From an optimization exercise on the open Yosys and OpenROAD flow, aimed at small area, a short achievable clock period and few clock cycles per item; shortcuts taken in it are not production practice. Only simulation tests tie the RTL to the original design; equivalence was not proved.

==> flow/design.v (outline; a module is shown in full before it is edited, if it fits) <==
// module pu_mul: 755 lines
// module pu_fa: 7 lines
// module pu_ha: 7 lines
// module pu_hbm_win: 13 lines
// module pu_hbm_clip: 8 lines
// module pu_hbm_top: 166 lines
module pu_hbm_top #(
    parameter PE_COL_NUM = 2
)(
    input                            clk            ,
    input                            rstn           ,
    input                            hbm_vld_i      ,
    output                           hbm_rdy_o      ,
    input   [5:0]                    pu_hbm_shift_i ,
    input                            pu_prelu_en_i  ,
    input   [20 * PE_COL_NUM -1: 0]  conv_oc0_i     ,
    input   [20 * PE_COL_NUM -1: 0]  conv_oc1_i     ,
    input   [20 * PE_COL_NUM -1: 0]  conv_oc2_i     ,
    input   [20 * PE_COL_NUM -1: 0]  conv_oc3_i     ,
    input   [15:0]                   hbm_para_oc0_i ,
    input   [15:0]                   hbm_para_oc1_i ,
    input   [15:0]                   hbm_para_oc2_i ,
    input   [15:0]                   hbm_para_oc3_i ,
    output                           hbm_vld_o      ,
    input                            hbm_rdy_i      ,
    output  [8 * PE_COL_NUM -1: 0]   hbm_oc0_o      ,
    output  [8 * PE_COL_NUM -1: 0]   hbm_oc1_o      ,
    output  [8 * PE_COL_NUM -1: 0]   hbm_oc2_o      ,
    output  [8 * PE_COL_NUM -1: 0]   hbm_oc3_o
);
  // ...
==> flow/flow/run.sh <==
#!/bin/bash
# Standard layout, with timing repair aiming past the clock period: repair_timing
# is asked for SETUP_SLACK_MARGIN ns of extra setup slack.
set -euo pipefail
bash standard.sh SETUP_SLACK_MARGIN=10.5 finish > standard_flow.log 2>&1
==> flow/standard.sh <==
#!/bin/bash
# synth_recipe.tcl (not shown) runs the flow's synth.tcl, then flattens the netlist and writes it again
# the make line also repeats each setting of config.mk as NAME=value (left out here)
make -C /OpenROAD-flow-scripts/flow DESIGN_CONFIG=/design/flow/config.mk WORK_HOME=/design/flow/orfs CLKGATE_MAP_FILE= SYNTH_SCRIPT=/design/flow/synth_recipe.tcl "${@:-finish}"
==> flow/config.mk <==
export PLATFORM = sky130hd
export DESIGN_NAME = pu_hbm_top
export DESIGN_NICKNAME = pu_hbm_top
export VERILOG_FILES = /design/flow/design.v
export SDC_FILE = /design/flow/constraint.sdc
export NUM_CORES = 4
export LEC_CHECK = 0
export CAP_MARGIN = 20
export CORE_MARGIN = 2
export CORE_UTILIZATION = 35
export PLACE_DENSITY = 0.45
export SLEW_MARGIN = 20
export SYNTH_HIERARCHICAL = 1
export SYNTH_MINIMUM_KEEP_SIZE = 0
==> flow/constraint.sdc <==
create_clock -name core_clock -period 15.0 [get_ports {clk}]
set_input_delay 3.0000 -clock core_clock [delete_from_list [all_inputs] [get_ports {clk}]]
set_output_delay 3.0000 -clock core_clock [all_outputs]
set_load 0.01 [all_outputs]
==> results.yml, run 1 <==
yosys:
  yosys_warnings: 15
  async_reset_ff_frac: 0.01348
  synth_xor_area_frac: 0.1305
  synth_flop_cell: "dfxtp_1"
  seq_area_frac_synth: 0.1903
  synth_edf_count: 256
  synthTopCellsByArea: "fa_1 (24%), xnor2_1 (12%), dfxtp_1 (12%)"
critical_path:
  cp_slowest_cell: "fa_1"
  reg2reg_slack_ns: 9.73
detailed_routing:
  vias: 87972
  dr_wl_met3_microns: 35910
clocking:
  cts_tree: "done"
  cts_setup_buffers: 392
die:
  nWellTaps: 4100
  rows: 203
sta:
  fmax_ghz: 0.1896
grt:
  first_global_vias: 91503
status:
  status: "no timing/DRC/antenna violations"
layout:
  final_nets: 12467
  comb.multi_input.count: 8242
  nNonClkBuffers: 1074
  multi_input_area_share: 0.6754
  reg.largest.list: "LANE.v_r (288), sq_r (192), x_r (160)"
placement:
  dp_cells: 13834
hold_path:
  whs_endpoint: "vld_m_r$_DFF_PN0_"
Testbench counts, summed over its fixed seeds: cycles 4,192, items 4,096.
==> module pu_hbm_win, before the edit <==
module pu_hbm_win (
    input  [35:0] v_i   ,
    input  [5:0]  s_i   ,
    input  [34:0] ovm_i ,   
    output [7:0]  w_o   ,
    output        ovf_o ,
    output        neg_o
);
    wire [34:0] sh = v_i[34:0] >> s_i;
    assign w_o   = sh[7:0];
    assign ovf_o = |(v_i[34:0] & ovm_i);
    assign neg_o = v_i[35];
endmodule
==> run 2: changes to the inputs <==
==> flow/design.v (replaced) <==
module pu_fa (
    input  a, b, c,
    output s, co
);
    assign s  = a ^ b ^ c;
    assign co = (a & b) | (a & c) | (b & c);
endmodule
module pu_ha (
    input  a, b,
    output s, co
);
    assign s  = a ^ b;
    assign co = a & b;
endmodule
module pu_hbm_win (
    input  [35:0] a_i   ,
    input  [35:0] b_i   ,
    input  [5:0]  s_i   ,
    input  [34:0] ovm_i ,   
    output [7:0]  w_o   ,
    output        ovf_o ,
    output        neg_o
);
    wire [35:0] v_i = a_i + b_i;
    wire [34:0] sh = v_i[34:0] >> s_i;
    assign w_o   = sh[7:0];
    assign ovf_o = |(v_i[34:0] & ovm_i);
    assign neg_o = v_i[35];
endmodule
module pu_hbm_clip (
    input  [7:0] w_i   ,
    input        ovf_i ,
    input        neg_i ,
    output [7:0] q_o
);
    assign q_o = neg_i ? 8'h80 : (ovf_i ? 8'h7f : {~w_i[7], w_i[6:0]});
endmodule
module pu_hbm_top #(
    parameter PE_COL_NUM = 2
)(
    input                            clk            ,
    input                            rstn           ,
    input                            hbm_vld_i      ,
    output                           hbm_rdy_o      ,
    input   [5:0]                    pu_hbm_shift_i ,
    input                            pu_prelu_en_i  ,
    input   [20 * PE_COL_NUM -1: 0]  conv_oc0_i     ,
    input   [20 * PE_COL_NUM -1: 0]  conv_oc1_i     ,
    input   [20 * PE_COL_NUM -1: 0]  conv_oc2_i     ,
    input   [20 * PE_COL_NUM -1: 0]  conv_oc3_i     ,
    input   [15:0]                   hbm_para_oc0_i ,
    input   [15:0]                   hbm_para_oc1_i ,
    input   [15:0]                   hbm_para_oc2_i ,
    input   [15:0]                   hbm_para_oc3_i ,
    output                           hbm_vld_o      ,
    input                            hbm_rdy_i      ,
    output  [8 * PE_COL_NUM -1: 0]   hbm_oc0_o      ,
    output  [8 * PE_COL_NUM -1: 0]   hbm_oc1_o      ,
    output  [8 * PE_COL_NUM -1: 0]   hbm_oc2_o      ,
    output  [8 * PE_COL_NUM -1: 0]   hbm_oc3_o
);
    localparam NL = 4 * PE_COL_NUM;
    localparam QW = 8 * NL;
    reg        vld_a_r, vld_m_r, rdy_r;
    reg  [2:0] cnt_r;
    wire       acc   = hbm_vld_i & rdy_r;
    wire       vin   = vld_m_r;                  
    reg        vld_b_r;                          
    wire       pop   = vld_b_r & hbm_rdy_i;
    wire [2:0] cnt_n = cnt_r + {2'b0, acc} - {2'b0, pop};
    assign hbm_rdy_o = rdy_r;
    assign hbm_vld_o = vld_b_r;
    always @(posedge clk or negedge rstn) begin
        if (~rstn) begin
            vld_a_r <= 1'b0;
            vld_m_r <= 1'b0;
            cnt_r   <= 3'd0;
            rdy_r   <= 1'b1;
        end else begin
            vld_a_r <= acc;
            vld_m_r <= vld_a_r;
            cnt_r   <= cnt_n;
            rdy_r   <= ~cnt_n[2];
        end
    end
    reg [5:0]  shift_r;
    reg [35:0] crow_r;
    reg [7:0]  one_r [0:3];
    reg [7:0]  two_r [0:3];
    reg [7:0]  neg_r [0:3];
    reg [3:0]  p15_r;
    wire [31:0] k32  = (pu_hbm_shift_i == 6'd0 || pu_hbm_shift_i > 6'd32) ? 32'd0 : (32'd1 << (pu_hbm_shift_i - 6'd1));
    wire [35:0] crow = {{4{k32[31]}}, k32} + 36'h2aab00000;
    wire [34:0] ovm;
    genvar b;
    generate
        for (b = 0; b < 35; b = b + 1) begin : OVM
            assign ovm[b] = ({1'b0, shift_r} + 7'd8) <= b;
        end
    endgenerate
    always @(posedge clk) begin
        shift_r <= pu_hbm_shift_i;
        crow_r  <= crow;
    end
    wire [63:0] para = {hbm_para_oc3_i, hbm_para_oc2_i, hbm_para_oc1_i, hbm_para_oc0_i};
    genvar c, d;
    generate
        for (c = 0; c < 4; c = c + 1) begin : ENC
            wire [16:0] pe = {para[16*c +: 16], 1'b0};
            wire [7:0]  one, two, neg;
            for (d = 0; d < 8; d = d + 1) begin : DIG
                wire b0 = pe[2*d];
                wire b1 = pe[2*d+1];
                wire b2 = pe[2*d+2];
                assign one[d] = b1 ^ b0;
                assign two[d] = (b2 & ~b1 & ~b0) | (~b2 & b1 & b0);
                assign neg[d] = b2 & ~(b1 & b0);
            end
            always @(posedge clk) begin
                one_r[c] <= one;
                two_r[c] <= two;
                neg_r[c] <= neg;
                p15_r[c] <= pe[16];
            end
        end
    endgenerate
    wire [20*NL-1:0] conv = {conv_oc3_i, conv_oc2_i, conv_oc1_i, conv_oc0_i};
    reg  [20*NL-1:0] x_r;
    integer j;
    always @(posedge clk) begin
        for (j = 0; j < NL; j = j + 1)
            x_r[20*j +: 20] <= (pu_prelu_en_i & conv[20*j+19]) ? 20'd0 : conv[20*j +: 20];
    end
    wire [QW-1:0] res;
    genvar i;
    generate
        for (i = 0; i < NL; i = i + 1) begin : LANE
            wire [35:0] ra, rb;
            reg  [35:0] ra_r, rb_r;
            wire [7:0]  w;
            wire        ovf, ng;
            wire [19:0] x_i   = x_r[20*i +: 20];
            wire [7:0]  one_i = one_r[i/PE_COL_NUM];
            wire [7:0]  two_i = two_r[i/PE_COL_NUM];
            wire [7:0]  neg_i = neg_r[i/PE_COL_NUM];
            wire        p15_i = p15_r[i/PE_COL_NUM];
            wire [35:0] c_i   = crow_r;
            wire pp0_0;
            wire pp0_1;
            wire pp0_2;
            wire pp0_3;
            wire pp0_4;
            wire pp0_5;
            wire pp0_6;
            wire pp0_7;
            wire pp0_8;
            wire pp0_9;
            wire pp0_10;
            wire pp0_11;
            wire pp0_12;
            wire pp0_13;
            wire pp0_14;
            wire pp0_15;
            wire pp0_16;
            wire pp0_17;
            wire pp0_18;
            wire pp0_19;
            wire pp0_20;
            wire pp1_0;
            wire pp1_1;
            wire pp1_2;
            wire pp1_3;
            wire pp1_4;
            wire pp1_5;
            wire pp1_6;
            wire pp1_7;
            wire pp1_8;
            wire pp1_9;
            wire pp1_10;
            wire pp1_11;
            wire pp1_12;
            wire pp1_13;
            wire pp1_14;
            wire pp1_15;
            wire pp1_16;
            wire pp1_17;
            wire pp1_18;
            wire pp1_19;
            wire pp1_20;
            wire pp2_0;
            wire pp2_1;
            wire pp2_2;
            wire pp2_3;
            wire pp2_4;
            wire pp2_5;
            wire pp2_6;
            wire pp2_7;
            wire pp2_8;
            wire pp2_9;
            wire pp2_10;
            wire pp2_11;
            wire pp2_12;
            wire pp2_13;
            wire pp2_14;
            wire pp2_15;
            wire pp2_16;
            wire pp2_17;
            wire pp2_18;
            wire pp2_19;
            wire pp2_20;
            wire pp3_0;
            wire pp3_1;
            wire pp3_2;
            wire pp3_3;
            wire pp3_4;
            wire pp3_5;
            wire pp3_6;
            wire pp3_7;
            wire pp3_8;
            wire pp3_9;
            wire pp3_10;
            wire pp3_11;
            wire pp3_12;
            wire pp3_13;
            wire pp3_14;
            wire pp3_15;
            wire pp3_16;
            wire pp3_17;
            wire pp3_18;
            wire pp3_19;
            wire pp3_20;
            wire pp4_0;
            wire pp4_1;
            wire pp4_2;
            wire pp4_3;
            wire pp4_4;
            wire pp4_5;
            wire pp4_6;
            wire pp4_7;
            wire pp4_8;
            wire pp4_9;
            wire pp4_10;
            wire pp4_11;
            wire pp4_12;
            wire pp4_13;
            wire pp4_14;
            wire pp4_15;
            wire pp4_16;
            wire pp4_17;
            wire pp4_18;
            wire pp4_19;
            wire pp4_20;
            wire pp5_0;
            wire pp5_1;
            wire pp5_2;
            wire pp5_3;
            wire pp5_4;
            wire pp5_5;
            wire pp5_6;
            wire pp5_7;
            wire pp5_8;
            wire pp5_9;
            wire pp5_10;
            wire pp5_11;
            wire pp5_12;
            wire pp5_13;
            wire pp5_14;
            wire pp5_15;
            wire pp5_16;
            wire pp5_17;
            wire pp5_18;
            wire pp5_19;
            wire pp5_20;
            wire pp6_0;
            wire pp6_1;
            wire pp6_2;
            wire pp6_3;
            wire pp6_4;
            wire pp6_5;
            wire pp6_6;
            wire pp6_7;
            wire pp6_8;
            wire pp6_9;
            wire pp6_10;
            wire pp6_11;
            wire pp6_12;
            wire pp6_13;
            wire pp6_14;
            wire pp6_15;
            wire pp6_16;
            wire pp6_17;
            wire pp6_18;
            wire pp6_19;
            wire pp6_20;
            wire pp7_0;
            wire pp7_1;
            wire pp7_2;
            wire pp7_3;
            wire pp7_4;
            wire pp7_5;
            wire pp7_6;
            wire pp7_7;
            wire pp7_8;
            wire pp7_9;
            wire pp7_10;
            wire pp7_11;
            wire pp7_12;
            wire pp7_13;
            wire pp7_14;
            wire pp7_15;
            wire pp7_16;
            wire pp7_17;
            wire pp7_18;
            wire pp7_19;
            wire pp7_20;
            wire pp8_0;
            wire pp8_1;
            wire pp8_2;
            wire pp8_3;
            wire pp8_4;
            wire pp8_5;
            wire pp8_6;
            wire pp8_7;
            wire pp8_8;
            wire pp8_9;
            wire pp8_10;
            wire pp8_11;
            wire pp8_12;
            wire pp8_13;
            wire pp8_14;
            wire pp8_15;
            wire pp8_16;
            wire pp8_17;
            wire pp8_18;
            wire pp8_19;
            wire hs0, hc0;
            wire hs1, hc1;
            wire fs2, fc2;
            wire fs3, fc3;
            wire fs4, fc4;
            wire fs5, fc5;
            wire fs6, fc6;
            wire hs7, hc7;
            wire hs8, hc8;
            wire hs9, hc9;
            wire hs10, hc10;
            wire fs11, fc11;
            wire hs12, hc12;
            wire fs13, fc13;
            wire hs14, hc14;
            wire fs15, fc15;
            wire fs16, fc16;
            wire hs17, hc17;
            wire fs18, fc18;
            wire fs19, fc19;
            wire hs20, hc20;
            wire fs21, fc21;
            wire fs22, fc22;
            wire fs23, fc23;
            wire fs24, fc24;
            wire fs25, fc25;
            wire fs26, fc26;
            wire fs27, fc27;
            wire fs28, fc28;
            wire fs29, fc29;
            wire fs30, fc30;
            wire fs31, fc31;
            wire fs32, fc32;
            wire fs33, fc33;
            wire fs34, fc34;
            wire fs35, fc35;
            wire fs36, fc36;
            wire fs37, fc37;
            wire fs38, fc38;
            wire fs39, fc39;
            wire fs40, fc40;
            wire fs41, fc41;
            wire fs42, fc42;
            wire fs43, fc43;
            wire fs44, fc44;
            wire fs45, fc45;
            wire fs46, fc46;
            wire fs47, fc47;
            wire fs48, fc48;
            wire fs49, fc49;
            wire fs50, fc50;
            wire fs51, fc51;
            wire fs52, fc52;
            wire hs53, hc53;
            wire fs54, fc54;
            wire fs55, fc55;
            wire fs56, fc56;
            wire hs57, hc57;
            wire fs58, fc58;
            wire hs59, hc59;
            wire hs60, hc60;
            wire hs61, hc61;
            wire fs62, fc62;
            wire hs63, hc63;
            wire fs64, fc64;
            wire hs65, hc65;
            wire fs66, fc66;
            wire fs67, fc67;
            wire fs68, fc68;
            wire fs69, fc69;
            wire fs70, fc70;
            wire fs71, fc71;
            wire fs72, fc72;
            wire fs73, fc73;
            wire fs74, fc74;
            wire fs75, fc75;
            wire fs76, fc76;
            wire fs77, fc77;
            wire fs78, fc78;
            wire fs79, fc79;
            wire fs80, fc80;
            wire fs81, fc81;
            wire fs82, fc82;
            wire fs83, fc83;
            wire fs84, fc84;
            wire fs85, fc85;
            wire fs86, fc86;
            wire fs87, fc87;
            wire fs88, fc88;
            wire fs89, fc89;
            wire fs90, fc90;
            wire fs91, fc91;
            wire fs92, fc92;
            wire fs93, fc93;
            wire fs94, fc94;
            wire fs95, fc95;
            wire fs96, fc96;
            wire fs97, fc97;
            wire fs98, fc98;
            wire fs99, fc99;
            wire fs100, fc100;
            wire fs101, fc101;
            wire fs102, fc102;
            wire fs103, fc103;
            wire fs104, fc104;
            wire fs105, fc105;
            wire fs106, fc106;
            wire fs107, fc107;
            wire fs108, fc108;
            wire fs109, fc109;
            wire fs110, fc110;
            wire hs111, hc111;
            wire fs112, fc112;
            wire hs113, hc113;
            wire hs114, hc114;
            wire hs115, hc115;
            wire fs116, fc116;
            wire fs117, fc117;
            wire fs118, fc118;
            wire fs119, fc119;
            wire fs120, fc120;
            wire fs121, fc121;
            wire fs122, fc122;
            wire fs123, fc123;
            wire fs124, fc124;
            wire fs125, fc125;
            wire fs126, fc126;
            wire fs127, fc127;
            wire fs128, fc128;
            wire fs129, fc129;
            wire fs130, fc130;
            wire fs131, fc131;
            wire fs132, fc132;
            wire fs133, fc133;
            wire fs134, fc134;
            wire fs135, fc135;
            wire fs136, fc136;
            wire fs137, fc137;
            wire fs138, fc138;
            wire fs139, fc139;
            wire fs140, fc140;
            wire fs141, fc141;
            wire fs142, fc142;
            wire fs143, fc143;
            wire fs144, fc144;
            wire fs145, fc145;
            wire hs146, hc146;
            wire hs147, hc147;
            wire hs148, hc148;
            wire fs149, fc149;
            wire fs150, fc150;
            wire fs151, fc151;
            wire fs152, fc152;
            wire fs153, fc153;
            wire fs154, fc154;
            wire fs155, fc155;
            wire fs156, fc156;
            wire fs157, fc157;
            wire fs158, fc158;
            wire fs159, fc159;
            wire fs160, fc160;
            wire fs161, fc161;
            wire fs162, fc162;
            wire fs163, fc163;
            wire fs164, fc164;
            wire fs165, fc165;
            wire fs166, fc166;
            wire fs167, fc167;
            wire fs168, fc168;
            wire fs169, fc169;
            wire fs170, fc170;
            wire fs171, fc171;
            wire fs172, fc172;
            wire fs173, fc173;
            wire fs174, fc174;
            wire fs175, fc175;
            wire fs176, fc176;
            wire fs177, fc177;
            wire fs178, fc178;
            wire fs179, fc179;
            wire fs180, fc180;
            wire fs181, fc181;
            wire fs182, fc182;
            assign pp0_0 = (one_i[0] & x_i[0]) ^ neg_i[0];
            assign pp0_1 = ((one_i[0] & x_i[1]) | (two_i[0] & x_i[0])) ^ neg_i[0];
            assign pp0_2 = ((one_i[0] & x_i[2]) | (two_i[0] & x_i[1])) ^ neg_i[0];
            assign pp0_3 = ((one_i[0] & x_i[3]) | (two_i[0] & x_i[2])) ^ neg_i[0];
            assign pp0_4 = ((one_i[0] & x_i[4]) | (two_i[0] & x_i[3])) ^ neg_i[0];
            assign pp0_5 = ((one_i[0] & x_i[5]) | (two_i[0] & x_i[4])) ^ neg_i[0];
            assign pp0_6 = ((one_i[0] & x_i[6]) | (two_i[0] & x_i[5])) ^ neg_i[0];
            assign pp0_7 = ((one_i[0] & x_i[7]) | (two_i[0] & x_i[6])) ^ neg_i[0];
            assign pp0_8 = ((one_i[0] & x_i[8]) | (two_i[0] & x_i[7])) ^ neg_i[0];
            assign pp0_9 = ((one_i[0] & x_i[9]) | (two_i[0] & x_i[8])) ^ neg_i[0];
            assign pp0_10 = ((one_i[0] & x_i[10]) | (two_i[0] & x_i[9])) ^ neg_i[0];
            assign pp0_11 = ((one_i[0] & x_i[11]) | (two_i[0] & x_i[10])) ^ neg_i[0];
            assign pp0_12 = ((one_i[0] & x_i[12]) | (two_i[0] & x_i[11])) ^ neg_i[0];
            assign pp0_13 = ((one_i[0] & x_i[13]) | (two_i[0] & x_i[12])) ^ neg_i[0];
            assign pp0_14 = ((one_i[0] & x_i[14]) | (two_i[0] & x_i[13])) ^ neg_i[0];
            assign pp0_15 = ((one_i[0] & x_i[15]) | (two_i[0] & x_i[14])) ^ neg_i[0];
            assign pp0_16 = ((one_i[0] & x_i[16]) | (two_i[0] & x_i[15])) ^ neg_i[0];
            assign pp0_17 = ((one_i[0] & x_i[17]) | (two_i[0] & x_i[16])) ^ neg_i[0];
            assign pp0_18 = ((one_i[0] & x_i[18]) | (two_i[0] & x_i[17])) ^ neg_i[0];
            assign pp0_19 = ((one_i[0] & x_i[19]) | (two_i[0] & x_i[18])) ^ neg_i[0];
            assign pp0_20 = ~((((one_i[0] | two_i[0]) & x_i[19])) ^ neg_i[0]);
            assign pp1_0 = (one_i[1] & x_i[0]) ^ neg_i[1];
            assign pp1_1 = ((one_i[1] & x_i[1]) | (two_i[1] & x_i[0])) ^ neg_i[1];
            assign pp1_2 = ((one_i[1] & x_i[2]) | (two_i[1] & x_i[1])) ^ neg_i[1];
            assign pp1_3 = ((one_i[1] & x_i[3]) | (two_i[1] & x_i[2])) ^ neg_i[1];
            assign pp1_4 = ((one_i[1] & x_i[4]) | (two_i[1] & x_i[3])) ^ neg_i[1];
            assign pp1_5 = ((one_i[1] & x_i[5]) | (two_i[1] & x_i[4])) ^ neg_i[1];
            assign pp1_6 = ((one_i[1] & x_i[6]) | (two_i[1] & x_i[5])) ^ neg_i[1];
            assign pp1_7 = ((one_i[1] & x_i[7]) | (two_i[1] & x_i[6])) ^ neg_i[1];
            assign pp1_8 = ((one_i[1] & x_i[8]) | (two_i[1] & x_i[7])) ^ neg_i[1];
            assign pp1_9 = ((one_i[1] & x_i[9]) | (two_i[1] & x_i[8])) ^ neg_i[1];
            assign pp1_10 = ((one_i[1] & x_i[10]) | (two_i[1] & x_i[9])) ^ neg_i[1];
            assign pp1_11 = ((one_i[1] & x_i[11]) | (two_i[1] & x_i[10])) ^ neg_i[1];
            assign pp1_12 = ((one_i[1] & x_i[12]) | (two_i[1] & x_i[11])) ^ neg_i[1];
            assign pp1_13 = ((one_i[1] & x_i[13]) | (two_i[1] & x_i[12])) ^ neg_i[1];
            assign pp1_14 = ((one_i[1] & x_i[14]) | (two_i[1] & x_i[13])) ^ neg_i[1];
            assign pp1_15 = ((one_i[1] & x_i[15]) | (two_i[1] & x_i[14])) ^ neg_i[1];
            assign pp1_16 = ((one_i[1] & x_i[16]) | (two_i[1] & x_i[15])) ^ neg_i[1];
            assign pp1_17 = ((one_i[1] & x_i[17]) | (two_i[1] & x_i[16])) ^ neg_i[1];
            assign pp1_18 = ((one_i[1] & x_i[18]) | (two_i[1] & x_i[17])) ^ neg_i[1];
            assign pp1_19 = ((one_i[1] & x_i[19]) | (two_i[1] & x_i[18])) ^ neg_i[1];
            assign pp1_20 = ~((((one_i[1] | two_i[1]) & x_i[19])) ^ neg_i[1]);
            assign pp2_0 = (one_i[2] & x_i[0]) ^ neg_i[2];
            assign pp2_1 = ((one_i[2] & x_i[1]) | (two_i[2] & x_i[0])) ^ neg_i[2];
            assign pp2_2 = ((one_i[2] & x_i[2]) | (two_i[2] & x_i[1])) ^ neg_i[2];
            assign pp2_3 = ((one_i[2] & x_i[3]) | (two_i[2] & x_i[2])) ^ neg_i[2];
            assign pp2_4 = ((one_i[2] & x_i[4]) | (two_i[2] & x_i[3])) ^ neg_i[2];
            assign pp2_5 = ((one_i[2] & x_i[5]) | (two_i[2] & x_i[4])) ^ neg_i[2];
            assign pp2_6 = ((one_i[2] & x_i[6]) | (two_i[2] & x_i[5])) ^ neg_i[2];
            assign pp2_7 = ((one_i[2] & x_i[7]) | (two_i[2] & x_i[6])) ^ neg_i[2];
            assign pp2_8 = ((one_i[2] & x_i[8]) | (two_i[2] & x_i[7])) ^ neg_i[2];
            assign pp2_9 = ((one_i[2] & x_i[9]) | (two_i[2] & x_i[8])) ^ neg_i[2];
            assign pp2_10 = ((one_i[2] & x_i[10]) | (two_i[2] & x_i[9])) ^ neg_i[2];
            assign pp2_11 = ((one_i[2] & x_i[11]) | (two_i[2] & x_i[10])) ^ neg_i[2];
            assign pp2_12 = ((one_i[2] & x_i[12]) | (two_i[2] & x_i[11])) ^ neg_i[2];
            assign pp2_13 = ((one_i[2] & x_i[13]) | (two_i[2] & x_i[12])) ^ neg_i[2];
            assign pp2_14 = ((one_i[2] & x_i[14]) | (two_i[2] & x_i[13])) ^ neg_i[2];
            assign pp2_15 = ((one_i[2] & x_i[15]) | (two_i[2] & x_i[14])) ^ neg_i[2];
            assign pp2_16 = ((one_i[2] & x_i[16]) | (two_i[2] & x_i[15])) ^ neg_i[2];
            assign pp2_17 = ((one_i[2] & x_i[17]) | (two_i[2] & x_i[16])) ^ neg_i[2];
            assign pp2_18 = ((one_i[2] & x_i[18]) | (two_i[2] & x_i[17])) ^ neg_i[2];
            assign pp2_19 = ((one_i[2] & x_i[19]) | (two_i[2] & x_i[18])) ^ neg_i[2];
            assign pp2_20 = ~((((one_i[2] | two_i[2]) & x_i[19])) ^ neg_i[2]);
            assign pp3_0 = (one_i[3] & x_i[0]) ^ neg_i[3];
            assign pp3_1 = ((one_i[3] & x_i[1]) | (two_i[3] & x_i[0])) ^ neg_i[3];
            assign pp3_2 = ((one_i[3] & x_i[2]) | (two_i[3] & x_i[1])) ^ neg_i[3];
            assign pp3_3 = ((one_i[3] & x_i[3]) | (two_i[3] & x_i[2])) ^ neg_i[3];
            assign pp3_4 = ((one_i[3] & x_i[4]) | (two_i[3] & x_i[3])) ^ neg_i[3];
            assign pp3_5 = ((one_i[3] & x_i[5]) | (two_i[3] & x_i[4])) ^ neg_i[3];
            assign pp3_6 = ((one_i[3] & x_i[6]) | (two_i[3] & x_i[5])) ^ neg_i[3];
            assign pp3_7 = ((one_i[3] & x_i[7]) | (two_i[3] & x_i[6])) ^ neg_i[3];
            assign pp3_8 = ((one_i[3] & x_i[8]) | (two_i[3] & x_i[7])) ^ neg_i[3];
            assign pp3_9 = ((one_i[3] & x_i[9]) | (two_i[3] & x_i[8])) ^ neg_i[3];
            assign pp3_10 = ((one_i[3] & x_i[10]) | (two_i[3] & x_i[9])) ^ neg_i[3];
            assign pp3_11 = ((one_i[3] & x_i[11]) | (two_i[3] & x_i[10])) ^ neg_i[3];
            assign pp3_12 = ((one_i[3] & x_i[12]) | (two_i[3] & x_i[11])) ^ neg_i[3];
            assign pp3_13 = ((one_i[3] & x_i[13]) | (two_i[3] & x_i[12])) ^ neg_i[3];
            assign pp3_14 = ((one_i[3] & x_i[14]) | (two_i[3] & x_i[13])) ^ neg_i[3];
            assign pp3_15 = ((one_i[3] & x_i[15]) | (two_i[3] & x_i[14])) ^ neg_i[3];
            assign pp3_16 = ((one_i[3] & x_i[16]) | (two_i[3] & x_i[15])) ^ neg_i[3];
            assign pp3_17 = ((one_i[3] & x_i[17]) | (two_i[3] & x_i[16])) ^ neg_i[3];
            assign pp3_18 = ((one_i[3] & x_i[18]) | (two_i[3] & x_i[17])) ^ neg_i[3];
            assign pp3_19 = ((one_i[3] & x_i[19]) | (two_i[3] & x_i[18])) ^ neg_i[3];
            assign pp3_20 = ~((((one_i[3] | two_i[3]) & x_i[19])) ^ neg_i[3]);
            assign pp4_0 = (one_i[4] & x_i[0]) ^ neg_i[4];
            assign pp4_1 = ((one_i[4] & x_i[1]) | (two_i[4] & x_i[0])) ^ neg_i[4];
            assign pp4_2 = ((one_i[4] & x_i[2]) | (two_i[4] & x_i[1])) ^ neg_i[4];
            assign pp4_3 = ((one_i[4] & x_i[3]) | (two_i[4] & x_i[2])) ^ neg_i[4];
            assign pp4_4 = ((one_i[4] & x_i[4]) | (two_i[4] & x_i[3])) ^ neg_i[4];
            assign pp4_5 = ((one_i[4] & x_i[5]) | (two_i[4] & x_i[4])) ^ neg_i[4];
            assign pp4_6 = ((one_i[4] & x_i[6]) | (two_i[4] & x_i[5])) ^ neg_i[4];
            assign pp4_7 = ((one_i[4] & x_i[7]) | (two_i[4] & x_i[6])) ^ neg_i[4];
            assign pp4_8 = ((one_i[4] & x_i[8]) | (two_i[4] & x_i[7])) ^ neg_i[4];
            assign pp4_9 = ((one_i[4] & x_i[9]) | (two_i[4] & x_i[8])) ^ neg_i[4];
            assign pp4_10 = ((one_i[4] & x_i[10]) | (two_i[4] & x_i[9])) ^ neg_i[4];
            assign pp4_11 = ((one_i[4] & x_i[11]) | (two_i[4] & x_i[10])) ^ neg_i[4];
            assign pp4_12 = ((one_i[4] & x_i[12]) | (two_i[4] & x_i[11])) ^ neg_i[4];
            assign pp4_13 = ((one_i[4] & x_i[13]) | (two_i[4] & x_i[12])) ^ neg_i[4];
            assign pp4_14 = ((one_i[4] & x_i[14]) | (two_i[4] & x_i[13])) ^ neg_i[4];
            assign pp4_15 = ((one_i[4] & x_i[15]) | (two_i[4] & x_i[14])) ^ neg_i[4];
            assign pp4_16 = ((one_i[4] & x_i[16]) | (two_i[4] & x_i[15])) ^ neg_i[4];
            assign pp4_17 = ((one_i[4] & x_i[17]) | (two_i[4] & x_i[16])) ^ neg_i[4];
            assign pp4_18 = ((one_i[4] & x_i[18]) | (two_i[4] & x_i[17])) ^ neg_i[4];
            assign pp4_19 = ((one_i[4] & x_i[19]) | (two_i[4] & x_i[18])) ^ neg_i[4];
            assign pp4_20 = ~((((one_i[4] | two_i[4]) & x_i[19])) ^ neg_i[4]);
            assign pp5_0 = (one_i[5] & x_i[0]) ^ neg_i[5];
            assign pp5_1 = ((one_i[5] & x_i[1]) | (two_i[5] & x_i[0])) ^ neg_i[5];
            assign pp5_2 = ((one_i[5] & x_i[2]) | (two_i[5] & x_i[1])) ^ neg_i[5];
            assign pp5_3 = ((one_i[5] & x_i[3]) | (two_i[5] & x_i[2])) ^ neg_i[5];
            assign pp5_4 = ((one_i[5] & x_i[4]) | (two_i[5] & x_i[3])) ^ neg_i[5];
            assign pp5_5 = ((one_i[5] & x_i[5]) | (two_i[5] & x_i[4])) ^ neg_i[5];
            assign pp5_6 = ((one_i[5] & x_i[6]) | (two_i[5] & x_i[5])) ^ neg_i[5];
            assign pp5_7 = ((one_i[5] & x_i[7]) | (two_i[5] & x_i[6])) ^ neg_i[5];
            assign pp5_8 = ((one_i[5] & x_i[8]) | (two_i[5] & x_i[7])) ^ neg_i[5];
            assign pp5_9 = ((one_i[5] & x_i[9]) | (two_i[5] & x_i[8])) ^ neg_i[5];
            assign pp5_10 = ((one_i[5] & x_i[10]) | (two_i[5] & x_i[9])) ^ neg_i[5];
            assign pp5_11 = ((one_i[5] & x_i[11]) | (two_i[5] & x_i[10])) ^ neg_i[5];
            assign pp5_12 = ((one_i[5] & x_i[12]) | (two_i[5] & x_i[11])) ^ neg_i[5];
            assign pp5_13 = ((one_i[5] & x_i[13]) | (two_i[5] & x_i[12])) ^ neg_i[5];
            assign pp5_14 = ((one_i[5] & x_i[14]) | (two_i[5] & x_i[13])) ^ neg_i[5];
            assign pp5_15 = ((one_i[5] & x_i[15]) | (two_i[5] & x_i[14])) ^ neg_i[5];
            assign pp5_16 = ((one_i[5] & x_i[16]) | (two_i[5] & x_i[15])) ^ neg_i[5];
            assign pp5_17 = ((one_i[5] & x_i[17]) | (two_i[5] & x_i[16])) ^ neg_i[5];
            assign pp5_18 = ((one_i[5] & x_i[18]) | (two_i[5] & x_i[17])) ^ neg_i[5];
            assign pp5_19 = ((one_i[5] & x_i[19]) | (two_i[5] & x_i[18])) ^ neg_i[5];
            assign pp5_20 = ~((((one_i[5] | two_i[5]) & x_i[19])) ^ neg_i[5]);
            assign pp6_0 = (one_i[6] & x_i[0]) ^ neg_i[6];
            assign pp6_1 = ((one_i[6] & x_i[1]) | (two_i[6] & x_i[0])) ^ neg_i[6];
            assign pp6_2 = ((one_i[6] & x_i[2]) | (two_i[6] & x_i[1])) ^ neg_i[6];
            assign pp6_3 = ((one_i[6] & x_i[3]) | (two_i[6] & x_i[2])) ^ neg_i[6];
            assign pp6_4 = ((one_i[6] & x_i[4]) | (two_i[6] & x_i[3])) ^ neg_i[6];
            assign pp6_5 = ((one_i[6] & x_i[5]) | (two_i[6] & x_i[4])) ^ neg_i[6];
            assign pp6_6 = ((one_i[6] & x_i[6]) | (two_i[6] & x_i[5])) ^ neg_i[6];
            assign pp6_7 = ((one_i[6] & x_i[7]) | (two_i[6] & x_i[6])) ^ neg_i[6];
            assign pp6_8 = ((one_i[6] & x_i[8]) | (two_i[6] & x_i[7])) ^ neg_i[6];
            assign pp6_9 = ((one_i[6] & x_i[9]) | (two_i[6] & x_i[8])) ^ neg_i[6];
            assign pp6_10 = ((one_i[6] & x_i[10]) | (two_i[6] & x_i[9])) ^ neg_i[6];
            assign pp6_11 = ((one_i[6] & x_i[11]) | (two_i[6] & x_i[10])) ^ neg_i[6];
            assign pp6_12 = ((one_i[6] & x_i[12]) | (two_i[6] & x_i[11])) ^ neg_i[6];
            assign pp6_13 = ((one_i[6] & x_i[13]) | (two_i[6] & x_i[12])) ^ neg_i[6];
            assign pp6_14 = ((one_i[6] & x_i[14]) | (two_i[6] & x_i[13])) ^ neg_i[6];
            assign pp6_15 = ((one_i[6] & x_i[15]) | (two_i[6] & x_i[14])) ^ neg_i[6];
            assign pp6_16 = ((one_i[6] & x_i[16]) | (two_i[6] & x_i[15])) ^ neg_i[6];
            assign pp6_17 = ((one_i[6] & x_i[17]) | (two_i[6] & x_i[16])) ^ neg_i[6];
            assign pp6_18 = ((one_i[6] & x_i[18]) | (two_i[6] & x_i[17])) ^ neg_i[6];
            assign pp6_19 = ((one_i[6] & x_i[19]) | (two_i[6] & x_i[18])) ^ neg_i[6];
            assign pp6_20 = ~((((one_i[6] | two_i[6]) & x_i[19])) ^ neg_i[6]);
            assign pp7_0 = (one_i[7] & x_i[0]) ^ neg_i[7];
            assign pp7_1 = ((one_i[7] & x_i[1]) | (two_i[7] & x_i[0])) ^ neg_i[7];
            assign pp7_2 = ((one_i[7] & x_i[2]) | (two_i[7] & x_i[1])) ^ neg_i[7];
            assign pp7_3 = ((one_i[7] & x_i[3]) | (two_i[7] & x_i[2])) ^ neg_i[7];
            assign pp7_4 = ((one_i[7] & x_i[4]) | (two_i[7] & x_i[3])) ^ neg_i[7];
            assign pp7_5 = ((one_i[7] & x_i[5]) | (two_i[7] & x_i[4])) ^ neg_i[7];
            assign pp7_6 = ((one_i[7] & x_i[6]) | (two_i[7] & x_i[5])) ^ neg_i[7];
            assign pp7_7 = ((one_i[7] & x_i[7]) | (two_i[7] & x_i[6])) ^ neg_i[7];
            assign pp7_8 = ((one_i[7] & x_i[8]) | (two_i[7] & x_i[7])) ^ neg_i[7];
            assign pp7_9 = ((one_i[7] & x_i[9]) | (two_i[7] & x_i[8])) ^ neg_i[7];
            assign pp7_10 = ((one_i[7] & x_i[10]) | (two_i[7] & x_i[9])) ^ neg_i[7];
            assign pp7_11 = ((one_i[7] & x_i[11]) | (two_i[7] & x_i[10])) ^ neg_i[7];
            assign pp7_12 = ((one_i[7] & x_i[12]) | (two_i[7] & x_i[11])) ^ neg_i[7];
            assign pp7_13 = ((one_i[7] & x_i[13]) | (two_i[7] & x_i[12])) ^ neg_i[7];
            assign pp7_14 = ((one_i[7] & x_i[14]) | (two_i[7] & x_i[13])) ^ neg_i[7];
            assign pp7_15 = ((one_i[7] & x_i[15]) | (two_i[7] & x_i[14])) ^ neg_i[7];
            assign pp7_16 = ((one_i[7] & x_i[16]) | (two_i[7] & x_i[15])) ^ neg_i[7];
            assign pp7_17 = ((one_i[7] & x_i[17]) | (two_i[7] & x_i[16])) ^ neg_i[7];
            assign pp7_18 = ((one_i[7] & x_i[18]) | (two_i[7] & x_i[17])) ^ neg_i[7];
            assign pp7_19 = ((one_i[7] & x_i[19]) | (two_i[7] & x_i[18])) ^ neg_i[7];
            assign pp7_20 = ~((((one_i[7] | two_i[7]) & x_i[19])) ^ neg_i[7]);
            assign pp8_0 = p15_i & x_i[0];
            assign pp8_1 = p15_i & x_i[1];
            assign pp8_2 = p15_i & x_i[2];
            assign pp8_3 = p15_i & x_i[3];
            assign pp8_4 = p15_i & x_i[4];
            assign pp8_5 = p15_i & x_i[5];
            assign pp8_6 = p15_i & x_i[6];
            assign pp8_7 = p15_i & x_i[7];
            assign pp8_8 = p15_i & x_i[8];
            assign pp8_9 = p15_i & x_i[9];
            assign pp8_10 = p15_i & x_i[10];
            assign pp8_11 = p15_i & x_i[11];
            assign pp8_12 = p15_i & x_i[12];
            assign pp8_13 = p15_i & x_i[13];
            assign pp8_14 = p15_i & x_i[14];
            assign pp8_15 = p15_i & x_i[15];
            assign pp8_16 = p15_i & x_i[16];
            assign pp8_17 = p15_i & x_i[17];
            assign pp8_18 = p15_i & x_i[18];
            assign pp8_19 = ~(p15_i & x_i[19]);
            pu_ha u_ha0 (.a(pp0_14), .b(pp1_12), .s(hs0), .co(hc0));
            pu_ha u_ha1 (.a(pp0_15), .b(pp1_13), .s(hs1), .co(hc1));
            pu_fa u_fa2 (.a(pp0_16), .b(pp1_14), .c(pp2_12), .s(fs2), .co(fc2));
            pu_fa u_fa3 (.a(pp0_17), .b(pp1_15), .c(pp2_13), .s(fs3), .co(fc3));
            pu_fa u_fa4 (.a(pp0_18), .b(pp1_16), .c(pp2_14), .s(fs4), .co(fc4));
            pu_fa u_fa5 (.a(pp0_19), .b(pp1_17), .c(pp2_15), .s(fs5), .co(fc5));
            pu_fa u_fa6 (.a(pp0_20), .b(pp1_18), .c(pp2_16), .s(fs6), .co(fc6));
            pu_ha u_ha7 (.a(pp1_19), .b(pp2_17), .s(hs7), .co(hc7));
            pu_ha u_ha8 (.a(pp1_20), .b(pp2_18), .s(hs8), .co(hc8));
            pu_ha u_ha9 (.a(pp0_8), .b(pp1_6), .s(hs9), .co(hc9));
            pu_ha u_ha10 (.a(pp0_9), .b(pp1_7), .s(hs10), .co(hc10));
            pu_fa u_fa11 (.a(pp0_10), .b(pp1_8), .c(pp2_6), .s(fs11), .co(fc11));
            pu_ha u_ha12 (.a(pp3_4), .b(pp4_2), .s(hs12), .co(hc12));
            pu_fa u_fa13 (.a(pp0_11), .b(pp1_9), .c(pp2_7), .s(fs13), .co(fc13));
            pu_ha u_ha14 (.a(pp3_5), .b(pp4_3), .s(hs14), .co(hc14));
            pu_fa u_fa15 (.a(pp0_12), .b(pp1_10), .c(pp2_8), .s(fs15), .co(fc15));
            pu_fa u_fa16 (.a(pp3_6), .b(pp4_4), .c(pp5_2), .s(fs16), .co(fc16));
            pu_ha u_ha17 (.a(pp6_0), .b(neg_i[6]), .s(hs17), .co(hc17));
            pu_fa u_fa18 (.a(pp0_13), .b(pp1_11), .c(pp2_9), .s(fs18), .co(fc18));
            pu_fa u_fa19 (.a(pp3_7), .b(pp4_5), .c(pp5_3), .s(fs19), .co(fc19));
            pu_ha u_ha20 (.a(pp6_1), .b(c_i[13]), .s(hs20), .co(hc20));
            pu_fa u_fa21 (.a(hs0), .b(pp2_10), .c(pp3_8), .s(fs21), .co(fc21));
            pu_fa u_fa22 (.a(pp4_6), .b(pp5_4), .c(pp6_2), .s(fs22), .co(fc22));
            pu_fa u_fa23 (.a(pp7_0), .b(neg_i[7]), .c(c_i[14]), .s(fs23), .co(fc23));
            pu_fa u_fa24 (.a(hc0), .b(hs1), .c(pp2_11), .s(fs24), .co(fc24));
            pu_fa u_fa25 (.a(pp3_9), .b(pp4_7), .c(pp5_5), .s(fs25), .co(fc25));
            pu_fa u_fa26 (.a(pp6_3), .b(pp7_1), .c(c_i[15]), .s(fs26), .co(fc26));
            pu_fa u_fa27 (.a(hc1), .b(fs2), .c(pp3_10), .s(fs27), .co(fc27));
            pu_fa u_fa28 (.a(pp4_8), .b(pp5_6), .c(pp6_4), .s(fs28), .co(fc28));
            pu_fa u_fa29 (.a(pp7_2), .b(pp8_0), .c(c_i[16]), .s(fs29), .co(fc29));
            pu_fa u_fa30 (.a(fc2), .b(fs3), .c(pp3_11), .s(fs30), .co(fc30));
            pu_fa u_fa31 (.a(pp4_9), .b(pp5_7), .c(pp6_5), .s(fs31), .co(fc31));
            pu_fa u_fa32 (.a(pp7_3), .b(pp8_1), .c(c_i[17]), .s(fs32), .co(fc32));
            pu_fa u_fa33 (.a(fc3), .b(fs4), .c(pp3_12), .s(fs33), .co(fc33));
            pu_fa u_fa34 (.a(pp4_10), .b(pp5_8), .c(pp6_6), .s(fs34), .co(fc34));
            pu_fa u_fa35 (.a(pp7_4), .b(pp8_2), .c(c_i[18]), .s(fs35), .co(fc35));
            pu_fa u_fa36 (.a(fc4), .b(fs5), .c(pp3_13), .s(fs36), .co(fc36));
            pu_fa u_fa37 (.a(pp4_11), .b(pp5_9), .c(pp6_7), .s(fs37), .co(fc37));
            pu_fa u_fa38 (.a(pp7_5), .b(pp8_3), .c(c_i[19]), .s(fs38), .co(fc38));
            pu_fa u_fa39 (.a(fc5), .b(fs6), .c(pp3_14), .s(fs39), .co(fc39));
            pu_fa u_fa40 (.a(pp4_12), .b(pp5_10), .c(pp6_8), .s(fs40), .co(fc40));
            pu_fa u_fa41 (.a(pp7_6), .b(pp8_4), .c(c_i[20]), .s(fs41), .co(fc41));
            pu_fa u_fa42 (.a(fc6), .b(hs7), .c(pp3_15), .s(fs42), .co(fc42));
            pu_fa u_fa43 (.a(pp4_13), .b(pp5_11), .c(pp6_9), .s(fs43), .co(fc43));
            pu_fa u_fa44 (.a(pp7_7), .b(pp8_5), .c(c_i[21]), .s(fs44), .co(fc44));
            pu_fa u_fa45 (.a(hc7), .b(hs8), .c(pp3_16), .s(fs45), .co(fc45));
            pu_fa u_fa46 (.a(pp4_14), .b(pp5_12), .c(pp6_10), .s(fs46), .co(fc46));
            pu_fa u_fa47 (.a(pp7_8), .b(pp8_6), .c(c_i[22]), .s(fs47), .co(fc47));
            pu_fa u_fa48 (.a(hc8), .b(pp2_19), .c(pp3_17), .s(fs48), .co(fc48));
            pu_fa u_fa49 (.a(pp4_15), .b(pp5_13), .c(pp6_11), .s(fs49), .co(fc49));
            pu_fa u_fa50 (.a(pp7_9), .b(pp8_7), .c(c_i[23]), .s(fs50), .co(fc50));
            pu_fa u_fa51 (.a(pp2_20), .b(pp3_18), .c(pp4_16), .s(fs51), .co(fc51));
            pu_fa u_fa52 (.a(pp5_14), .b(pp6_12), .c(pp7_10), .s(fs52), .co(fc52));
            pu_ha u_ha53 (.a(pp8_8), .b(c_i[24]), .s(hs53), .co(hc53));
            pu_fa u_fa54 (.a(pp3_19), .b(pp4_17), .c(pp5_15), .s(fs54), .co(fc54));
            pu_fa u_fa55 (.a(pp6_13), .b(pp7_11), .c(pp8_9), .s(fs55), .co(fc55));
            pu_fa u_fa56 (.a(pp3_20), .b(pp4_18), .c(pp5_16), .s(fs56), .co(fc56));
            pu_ha u_ha57 (.a(pp6_14), .b(pp7_12), .s(hs57), .co(hc57));
            pu_fa u_fa58 (.a(pp4_19), .b(pp5_17), .c(pp6_15), .s(fs58), .co(fc58));
            pu_ha u_ha59 (.a(pp4_20), .b(pp5_18), .s(hs59), .co(hc59));
            pu_ha u_ha60 (.a(pp0_4), .b(pp1_2), .s(hs60), .co(hc60));
            pu_ha u_ha61 (.a(pp0_5), .b(pp1_3), .s(hs61), .co(hc61));
            pu_fa u_fa62 (.a(pp0_6), .b(pp1_4), .c(pp2_2), .s(fs62), .co(fc62));
            pu_ha u_ha63 (.a(pp3_0), .b(neg_i[3]), .s(hs63), .co(hc63));
            pu_fa u_fa64 (.a(pp0_7), .b(pp1_5), .c(pp2_3), .s(fs64), .co(fc64));
            pu_ha u_ha65 (.a(pp3_1), .b(c_i[7]), .s(hs65), .co(hc65));
            pu_fa u_fa66 (.a(hs9), .b(pp2_4), .c(pp3_2), .s(fs66), .co(fc66));
            pu_fa u_fa67 (.a(pp4_0), .b(neg_i[4]), .c(c_i[8]), .s(fs67), .co(fc67));
            pu_fa u_fa68 (.a(hc9), .b(hs10), .c(pp2_5), .s(fs68), .co(fc68));
            pu_fa u_fa69 (.a(pp3_3), .b(pp4_1), .c(c_i[9]), .s(fs69), .co(fc69));
            pu_fa u_fa70 (.a(hc10), .b(fs11), .c(hs12), .s(fs70), .co(fc70));
            pu_fa u_fa71 (.a(pp5_0), .b(neg_i[5]), .c(c_i[10]), .s(fs71), .co(fc71));
            pu_fa u_fa72 (.a(fc11), .b(hc12), .c(fs13), .s(fs72), .co(fc72));
            pu_fa u_fa73 (.a(hs14), .b(pp5_1), .c(c_i[11]), .s(fs73), .co(fc73));
            pu_fa u_fa74 (.a(fc13), .b(hc14), .c(fs15), .s(fs74), .co(fc74));
            pu_fa u_fa75 (.a(fs16), .b(hs17), .c(c_i[12]), .s(fs75), .co(fc75));
            pu_fa u_fa76 (.a(fc15), .b(fc16), .c(hc17), .s(fs76), .co(fc76));
            pu_fa u_fa77 (.a(fs18), .b(fs19), .c(hs20), .s(fs77), .co(fc77));
            pu_fa u_fa78 (.a(fc18), .b(fc19), .c(hc20), .s(fs78), .co(fc78));
            pu_fa u_fa79 (.a(fs21), .b(fs22), .c(fs23), .s(fs79), .co(fc79));
            pu_fa u_fa80 (.a(fc21), .b(fc22), .c(fc23), .s(fs80), .co(fc80));
            pu_fa u_fa81 (.a(fs24), .b(fs25), .c(fs26), .s(fs81), .co(fc81));
            pu_fa u_fa82 (.a(fc24), .b(fc25), .c(fc26), .s(fs82), .co(fc82));
            pu_fa u_fa83 (.a(fs27), .b(fs28), .c(fs29), .s(fs83), .co(fc83));
            pu_fa u_fa84 (.a(fc27), .b(fc28), .c(fc29), .s(fs84), .co(fc84));
            pu_fa u_fa85 (.a(fs30), .b(fs31), .c(fs32), .s(fs85), .co(fc85));
            pu_fa u_fa86 (.a(fc30), .b(fc31), .c(fc32), .s(fs86), .co(fc86));
            pu_fa u_fa87 (.a(fs33), .b(fs34), .c(fs35), .s(fs87), .co(fc87));
            pu_fa u_fa88 (.a(fc33), .b(fc34), .c(fc35), .s(fs88), .co(fc88));
            pu_fa u_fa89 (.a(fs36), .b(fs37), .c(fs38), .s(fs89), .co(fc89));
            pu_fa u_fa90 (.a(fc36), .b(fc37), .c(fc38), .s(fs90), .co(fc90));
            pu_fa u_fa91 (.a(fs39), .b(fs40), .c(fs41), .s(fs91), .co(fc91));
            pu_fa u_fa92 (.a(fc39), .b(fc40), .c(fc41), .s(fs92), .co(fc92));
            pu_fa u_fa93 (.a(fs42), .b(fs43), .c(fs44), .s(fs93), .co(fc93));
            pu_fa u_fa94 (.a(fc42), .b(fc43), .c(fc44), .s(fs94), .co(fc94));
            pu_fa u_fa95 (.a(fs45), .b(fs46), .c(fs47), .s(fs95), .co(fc95));
            pu_fa u_fa96 (.a(fc45), .b(fc46), .c(fc47), .s(fs96), .co(fc96));
            pu_fa u_fa97 (.a(fs48), .b(fs49), .c(fs50), .s(fs97), .co(fc97));
            pu_fa u_fa98 (.a(fc48), .b(fc49), .c(fc50), .s(fs98), .co(fc98));
            pu_fa u_fa99 (.a(fs51), .b(fs52), .c(hs53), .s(fs99), .co(fc99));
            pu_fa u_fa100 (.a(fc51), .b(fc52), .c(hc53), .s(fs100), .co(fc100));
            pu_fa u_fa101 (.a(fs54), .b(fs55), .c(c_i[25]), .s(fs101), .co(fc101));
            pu_fa u_fa102 (.a(fc54), .b(fc55), .c(fs56), .s(fs102), .co(fc102));
            pu_fa u_fa103 (.a(hs57), .b(pp8_10), .c(c_i[26]), .s(fs103), .co(fc103));
            pu_fa u_fa104 (.a(fc56), .b(hc57), .c(fs58), .s(fs104), .co(fc104));
            pu_fa u_fa105 (.a(pp7_13), .b(pp8_11), .c(c_i[27]), .s(fs105), .co(fc105));
            pu_fa u_fa106 (.a(fc58), .b(hs59), .c(pp6_16), .s(fs106), .co(fc106));
            pu_fa u_fa107 (.a(pp7_14), .b(pp8_12), .c(c_i[28]), .s(fs107), .co(fc107));
            pu_fa u_fa108 (.a(hc59), .b(pp5_19), .c(pp6_17), .s(fs108), .co(fc108));
            pu_fa u_fa109 (.a(pp7_15), .b(pp8_13), .c(c_i[29]), .s(fs109), .co(fc109));
            pu_fa u_fa110 (.a(pp5_20), .b(pp6_18), .c(pp7_16), .s(fs110), .co(fc110));
            pu_ha u_ha111 (.a(pp8_14), .b(c_i[30]), .s(hs111), .co(hc111));
            pu_fa u_fa112 (.a(pp6_19), .b(pp7_17), .c(pp8_15), .s(fs112), .co(fc112));
            pu_ha u_ha113 (.a(pp6_20), .b(pp7_18), .s(hs113), .co(hc113));
            pu_ha u_ha114 (.a(pp0_2), .b(pp1_0), .s(hs114), .co(hc114));
            pu_ha u_ha115 (.a(pp0_3), .b(pp1_1), .s(hs115), .co(hc115));
            pu_fa u_fa116 (.a(hs60), .b(pp2_0), .c(neg_i[2]), .s(fs116), .co(fc116));
            pu_fa u_fa117 (.a(hc60), .b(hs61), .c(pp2_1), .s(fs117), .co(fc117));
            pu_fa u_fa118 (.a(hc61), .b(fs62), .c(hs63), .s(fs118), .co(fc118));
            pu_fa u_fa119 (.a(fc62), .b(hc63), .c(fs64), .s(fs119), .co(fc119));
            pu_fa u_fa120 (.a(fc64), .b(hc65), .c(fs66), .s(fs120), .co(fc120));
            pu_fa u_fa121 (.a(fc66), .b(fc67), .c(fs68), .s(fs121), .co(fc121));
            pu_fa u_fa122 (.a(fc68), .b(fc69), .c(fs70), .s(fs122), .co(fc122));
            pu_fa u_fa123 (.a(fc70), .b(fc71), .c(fs72), .s(fs123), .co(fc123));
            pu_fa u_fa124 (.a(fc72), .b(fc73), .c(fs74), .s(fs124), .co(fc124));
            pu_fa u_fa125 (.a(fc74), .b(fc75), .c(fs76), .s(fs125), .co(fc125));
            pu_fa u_fa126 (.a(fc76), .b(fc77), .c(fs78), .s(fs126), .co(fc126));
            pu_fa u_fa127 (.a(fc78), .b(fc79), .c(fs80), .s(fs127), .co(fc127));
            pu_fa u_fa128 (.a(fc80), .b(fc81), .c(fs82), .s(fs128), .co(fc128));
            pu_fa u_fa129 (.a(fc82), .b(fc83), .c(fs84), .s(fs129), .co(fc129));
            pu_fa u_fa130 (.a(fc84), .b(fc85), .c(fs86), .s(fs130), .co(fc130));
            pu_fa u_fa131 (.a(fc86), .b(fc87), .c(fs88), .s(fs131), .co(fc131));
            pu_fa u_fa132 (.a(fc88), .b(fc89), .c(fs90), .s(fs132), .co(fc132));
            pu_fa u_fa133 (.a(fc90), .b(fc91), .c(fs92), .s(fs133), .co(fc133));
            pu_fa u_fa134 (.a(fc92), .b(fc93), .c(fs94), .s(fs134), .co(fc134));
            pu_fa u_fa135 (.a(fc94), .b(fc95), .c(fs96), .s(fs135), .co(fc135));
            pu_fa u_fa136 (.a(fc96), .b(fc97), .c(fs98), .s(fs136), .co(fc136));
            pu_fa u_fa137 (.a(fc98), .b(fc99), .c(fs100), .s(fs137), .co(fc137));
            pu_fa u_fa138 (.a(fc100), .b(fc101), .c(fs102), .s(fs138), .co(fc138));
            pu_fa u_fa139 (.a(fc102), .b(fc103), .c(fs104), .s(fs139), .co(fc139));
            pu_fa u_fa140 (.a(fc104), .b(fc105), .c(fs106), .s(fs140), .co(fc140));
            pu_fa u_fa141 (.a(fc106), .b(fc107), .c(fs108), .s(fs141), .co(fc141));
            pu_fa u_fa142 (.a(fc108), .b(fc109), .c(fs110), .s(fs142), .co(fc142));
            pu_fa u_fa143 (.a(fc110), .b(hc111), .c(fs112), .s(fs143), .co(fc143));
            pu_fa u_fa144 (.a(fc112), .b(hs113), .c(pp8_16), .s(fs144), .co(fc144));
            pu_fa u_fa145 (.a(hc113), .b(pp7_19), .c(pp8_17), .s(fs145), .co(fc145));
            pu_ha u_ha146 (.a(pp7_20), .b(pp8_18), .s(hs146), .co(hc146));
            pu_ha u_ha147 (.a(pp0_0), .b(neg_i[0]), .s(hs147), .co(hc147));
            pu_ha u_ha148 (.a(pp0_1), .b(c_i[1]), .s(hs148), .co(hc148));
            pu_fa u_fa149 (.a(hs114), .b(neg_i[1]), .c(c_i[2]), .s(fs149), .co(fc149));
            pu_fa u_fa150 (.a(hc114), .b(hs115), .c(c_i[3]), .s(fs150), .co(fc150));
            pu_fa u_fa151 (.a(hc115), .b(fs116), .c(c_i[4]), .s(fs151), .co(fc151));
            pu_fa u_fa152 (.a(fc116), .b(fs117), .c(c_i[5]), .s(fs152), .co(fc152));
            pu_fa u_fa153 (.a(fc117), .b(fs118), .c(c_i[6]), .s(fs153), .co(fc153));
            pu_fa u_fa154 (.a(fc118), .b(fs119), .c(hs65), .s(fs154), .co(fc154));
            pu_fa u_fa155 (.a(fc119), .b(fs120), .c(fs67), .s(fs155), .co(fc155));
            pu_fa u_fa156 (.a(fc120), .b(fs121), .c(fs69), .s(fs156), .co(fc156));
            pu_fa u_fa157 (.a(fc121), .b(fs122), .c(fs71), .s(fs157), .co(fc157));
            pu_fa u_fa158 (.a(fc122), .b(fs123), .c(fs73), .s(fs158), .co(fc158));
            pu_fa u_fa159 (.a(fc123), .b(fs124), .c(fs75), .s(fs159), .co(fc159));
            pu_fa u_fa160 (.a(fc124), .b(fs125), .c(fs77), .s(fs160), .co(fc160));
            pu_fa u_fa161 (.a(fc125), .b(fs126), .c(fs79), .s(fs161), .co(fc161));
            pu_fa u_fa162 (.a(fc126), .b(fs127), .c(fs81), .s(fs162), .co(fc162));
            pu_fa u_fa163 (.a(fc127), .b(fs128), .c(fs83), .s(fs163), .co(fc163));
            pu_fa u_fa164 (.a(fc128), .b(fs129), .c(fs85), .s(fs164), .co(fc164));
            pu_fa u_fa165 (.a(fc129), .b(fs130), .c(fs87), .s(fs165), .co(fc165));
            pu_fa u_fa166 (.a(fc130), .b(fs131), .c(fs89), .s(fs166), .co(fc166));
            pu_fa u_fa167 (.a(fc131), .b(fs132), .c(fs91), .s(fs167), .co(fc167));
            pu_fa u_fa168 (.a(fc132), .b(fs133), .c(fs93), .s(fs168), .co(fc168));
            pu_fa u_fa169 (.a(fc133), .b(fs134), .c(fs95), .s(fs169), .co(fc169));
            pu_fa u_fa170 (.a(fc134), .b(fs135), .c(fs97), .s(fs170), .co(fc170));
            pu_fa u_fa171 (.a(fc135), .b(fs136), .c(fs99), .s(fs171), .co(fc171));
            pu_fa u_fa172 (.a(fc136), .b(fs137), .c(fs101), .s(fs172), .co(fc172));
            pu_fa u_fa173 (.a(fc137), .b(fs138), .c(fs103), .s(fs173), .co(fc173));
            pu_fa u_fa174 (.a(fc138), .b(fs139), .c(fs105), .s(fs174), .co(fc174));
            pu_fa u_fa175 (.a(fc139), .b(fs140), .c(fs107), .s(fs175), .co(fc175));
            pu_fa u_fa176 (.a(fc140), .b(fs141), .c(fs109), .s(fs176), .co(fc176));
            pu_fa u_fa177 (.a(fc141), .b(fs142), .c(hs111), .s(fs177), .co(fc177));
            pu_fa u_fa178 (.a(fc142), .b(fs143), .c(c_i[31]), .s(fs178), .co(fc178));
            pu_fa u_fa179 (.a(fc143), .b(fs144), .c(c_i[32]), .s(fs179), .co(fc179));
            pu_fa u_fa180 (.a(fc144), .b(fs145), .c(c_i[33]), .s(fs180), .co(fc180));
            pu_fa u_fa181 (.a(fc145), .b(hs146), .c(c_i[34]), .s(fs181), .co(fc181));
            pu_fa u_fa182 (.a(hc146), .b(pp8_19), .c(c_i[35]), .s(fs182), .co(fc182));
            assign ra = {fc181, fc180, fc179, fc178, fc177, fc176, fc175, fc174, fc173, fc172, fc171, fc170, fc169, fc168, fc167, fc166, fc165, fc164, fc163, fc162, fc161, fc160, fc159, fc158, fc157, fc156, fc155, fc154, fc153, fc152, fc151, fc150, fc149, hc148, hc147, hs147};
            assign rb = {fs182, fs181, fs180, fs179, fs178, fs177, fs176, fs175, fs174, fs173, fs172, fs171, fs170, fs169, fs168, fs167, fs166, fs165, fs164, fs163, fs162, fs161, fs160, fs159, fs158, fs157, fs156, fs155, fs154, fs153, fs152, fs151, fs150, fs149, hs148, c_i[0]};
            always @(posedge clk) begin
                ra_r <= ra;
                rb_r <= rb;
            end
            pu_hbm_win u_win (
                .a_i   (ra_r),
                .b_i   (rb_r),
                .s_i   (shift_r),
                .ovm_i (ovm),
                .w_o   (w),
                .ovf_o (ovf),
                .neg_o (ng)
            );
            pu_hbm_clip u_clip (
                .w_i   (w),
                .ovf_i (ovf),
                .neg_i (ng),
                .q_o   (res[8*i +: 8])
            );
        end
    endgenerate
    reg  [QW-1:0] ob_r;
    reg  [QW-1:0] q_r [0:3];
    reg  [1:0]    wp_r, rp_r;
    reg  [2:0]    qn_r;
    wire [1:0]    rp_n = rp_r + {1'b0, pop};
    wire [2:0]    ql   = qn_r - {2'b0, pop};     
    wire [2:0]    qn_n = ql + {2'b0, vin};
    always @(posedge clk or negedge rstn) begin
        if (~rstn) begin
            vld_b_r <= 1'b0;
            wp_r    <= 2'd0;
            rp_r    <= 2'd0;
            qn_r    <= 3'd0;
        end else begin
            vld_b_r <= qn_n != 3'd0;
            if (vin) wp_r <= wp_r + 2'd1;
            rp_r    <= rp_n;
            qn_r    <= qn_n;
        end
    end
    always @(posedge clk) begin
        if (vin && wp_r == 2'd0) q_r[0] <= res;
        if (vin && wp_r == 2'd1) q_r[1] <= res;
        if (vin && wp_r == 2'd2) q_r[2] <= res;
        if (vin && wp_r == 2'd3) q_r[3] <= res;
        ob_r <= (ql != 3'd0) ? q_r[rp_n] : res;
    end
    assign hbm_oc0_o = ob_r[0*8*PE_COL_NUM +: 8*PE_COL_NUM];
    assign hbm_oc1_o = ob_r[1*8*PE_COL_NUM +: 8*PE_COL_NUM];
    assign hbm_oc2_o = ob_r[2*8*PE_COL_NUM +: 8*PE_COL_NUM];
    assign hbm_oc3_o = ob_r[3*8*PE_COL_NUM +: 8*PE_COL_NUM];
endmodule
==> flow/flow/run.sh (replaced) <==
#!/bin/bash
# Standard layout, with timing repair aiming past the clock period: repair_timing
# is asked for SETUP_SLACK_MARGIN ns of extra setup slack.
set -euo pipefail
bash standard.sh SETUP_SLACK_MARGIN=10.6 finish > standard_flow.log 2>&1
==> flow/config.mk (replaced) <==
export PLATFORM = sky130hd
export DESIGN_NAME = pu_hbm_top
export DESIGN_NICKNAME = pu_hbm_top
export VERILOG_FILES = /design/flow/design.v
export SDC_FILE = /design/flow/constraint.sdc
export NUM_CORES = 4
export LEC_CHECK = 0
export CAP_MARGIN = 20
export CORE_MARGIN = 2
export CORE_UTILIZATION = 45
export CTS_CLUSTER_DIAMETER = 80
export CTS_CLUSTER_SIZE = 30
export PLACE_DENSITY = 0.55
export SLEW_MARGIN = 20
export SYNTH_HIERARCHICAL = 1
export SYNTH_MINIMUM_KEEP_SIZE = 0
==> results.yml, run 2 <==
critical_path:
  crit_chain: "buf_6"
  crit_fanout: 2
  end_kind: "output port"
  cp_slowest_cell: "dfstp_2"
  path_delay_family: "flip-flops"
layout:
  largest_register_ffs: 288
  fin_area_sq_um: 127700
  fillers: 23688
  final_util: 0.4924
  final_nets: 13032
  drive_gt1_frac: 0.1055
  layout_common_cells: "xnor2_1 (1,388), fa_1 (1,278), a22oi_1 (1,277)"
  reg.largest.list: "LANE.ra_r (288), LANE.rb_r (281), q_r (256)"
  finalNonFillerCells: 14514
die:
  dieArea_sq_um: 264600
  die_w_microns: 514.4
  io_pins: 301
  rows: 187
  die_y_microns: 514.4
  start_util: 0.4522
detailed_routing:
  vias: 93712
  first_iter_violations: 10392
  drt-met1-wl_microns: 172700
  dr_wl_met3_microns: 39470
  firstDrtPassIters: 8
  postRouteAntennaNets: 0
  wirelength_microns: 432400
  dr.max_layer_used: "met5"
  met2_length_microns: 193600
sta:
  rsz0062_at_grt: "yes"
  setup_slack_ns: 10.57
  post-route-period-util: 0.2955
  drv_slew: 0
  finalCriticalPeriod_ns: 4.433
  fmax_ghz: 0.2256
  slew_headroom: 0.1503
  hold_viol: 0
  setup_tns_ns: 0
  fin_skew_ns: 0.05877
clocking:
  clkSinkCount: 1202
  cts_tree: "done"
  cts_root_buffer: "clkbuf_16"
  cts_max_level: 3
yosys:
  synth_mux_area_frac: 0.04697
  synthAdderAreaFrac: 0.2738
  seq_area_frac_synth: 0.2277
  yosys_warnings: 11
  synth_most_common_cell: "xnor2_1"
  synth_flop_cell: "dfxtp_1"
  synth_cells: 11427
  synthTopCellsByCount: "xnor2_1 (1,411), fa_1 (1,281), a22oi_1 (1,280)"
  synth_simple_gate_area_share: 0.08555
  syn_area_sq_um: 117200
  synth_edf_count: 256
  yosys.area.top_type_share: 0.2187
  synth_xor_area_frac: 0.1198
  async_reset_ff_frac: 0.01165
  synth_top_family_by_area: "adder cells"
  synthTopCellsByArea: "fa_1 (22%), dfxtp_1 (16%), xnor2_1 (11%)"
  syn_avg_cell_area_sq_um: 10.26
placement:
  dp_cells: 14257
  post_dp_cell_area_sq_um: 121700
  dp_slack_ns: 9.191
  post-dp-hpwl_microns: 298600
status:
  status: "no timing/DRC/antenna violations"
grt:
  first_global_vias: 96075
  antenna_found_initial: 20
  track_usage: 0.3192
==> run 2: changes by cell type after synthesis, sizes merged, moves of 40 or more <==
cell,change
a21oi,+64
a22o,-56
a22oi,-40
and2,+46
clkbuf,+98
dfxtp,+310
inv,+67
mux2i,+210
mux4,-141
nand2,+174
nor2,+277
o211ai,+40
o21ai,-94
==> run 2: path summary, 6_finish.rpt <==
kind / start / to / slack (ns) / cells after the start
max: rdy_r$_DFF_PN1_ / hbm_rdy_o / 10.57 / 1
min: crow_r[0]$_SDFF_PP0_ / LANE[0].rb_r[0]$_DFF_P_ / 0.37 / 0
max reg2reg: LANE[0].rb_r[0]$_DFF_P_ / ob_r[35]$_DFF_P_ / 10.68 / 18
min reg2reg: crow_r[0]$_SDFF_PP0_ / LANE[0].rb_r[0]$_DFF_P_ / 0.37 / 0
max in group asynchronous: rstn / wp_r[1]$_DFFE_PN0P_ / 11.96 / 1
min in group asynchronous: rstn / rp_r[1]$_DFF_PN0_ / 2.58 / 1
==> run 2: logic make-up after synthesis <==
family | after synthesis
compound gates | 3100
simple gates | 2030
fa+ha+maj | 1797
xor+xnor | 1584
buf+inv | 1272
flops | 1202
mux | 440
other cells | 2
==> run 2: per-layer routing <==
layer	track usage	vias up
li1	-	40035
met1	0.4130	47466
met5	0	-
met3	0.06487	1055
met4	0.1796	10
met2	0.4977	5146
==> run 2: cell type report <==
type	count	area [sq um]	area share
Sequential cell	1202	26930	0.2110
Inverter	178	671.9	0.005263
Timing Repair inverter	1	7.507	0.00005881
Timing Repair Buffer	539	5109	0.04002
Clock inverter	86	1456	0.01141
Clock buffer	106	2576	0.02018
Multi-Input combinational cell	8977	86590	0.6783
Antenna cell	23	57.56	0.0004509
Tap cell	3402	4257	0.03334
==> run 2: per-module statistics from Yosys (local to each module, per instance) <==
module | copies in the design | cells inside | flops+latches
pu_hbm_win | 8 | 532 | 0
pu_hbm_clip | 8 | 9 | 0
pu_hbm_top | 1 | 5635 | 1202
pu_ha | 192 | 1 | 0
pu_fa | 1272 | 1 | 0
==> run 2: repair_timing <==
action / CTS / global route
pin swaps: 11 / 61
endpoints found under the setup margin: 386 / 339
gates cloned: 4 / 4
gates resized for setup: 491 / 169
buffers inserted: 8 / 25
hold endpoints to repair: 0 / 0
hold buffers: 0 / 0
Testbench counts of run 2, summed over its fixed seeds: cycles 4,192, items 4,096.

[afterwards: timing with drivers on the ports]
How much do the figures lean on ideal ports? The routed layouts below were timed once more, with nothing changed but the port constraints.
Step 1 sets driving cells, clkbuf_16 on the clock port and buf_2 on the other inputs (assumed; they add their load-dependent delay and slew).
Step 2, shift: input delay + t, output delay - t, t = (earliest + latest rising clock arrival at the registers) / 2. This alone moves slack from input paths to output paths.
a / b / c = no drivers / after step 1 / after step 2; a / b = the first two.
| run | t, ns | setup WS [ns] | latest minus earliest clock arrival (ns) |
|---|---|---|---|
| run 1 | 0.967 | 9.726 / 9.726 / 9.537 | 0.110 / 0.111 |
| run 2 | 0.885 | 10.567 / 10.471 / 9.801 | 0.068 / 0.068 |
After both steps setup and hold are still met in every run listed. The setup slack of run 2, which loses most, moves by -0.096 ns with the drivers and by -0.766 ns with both steps.
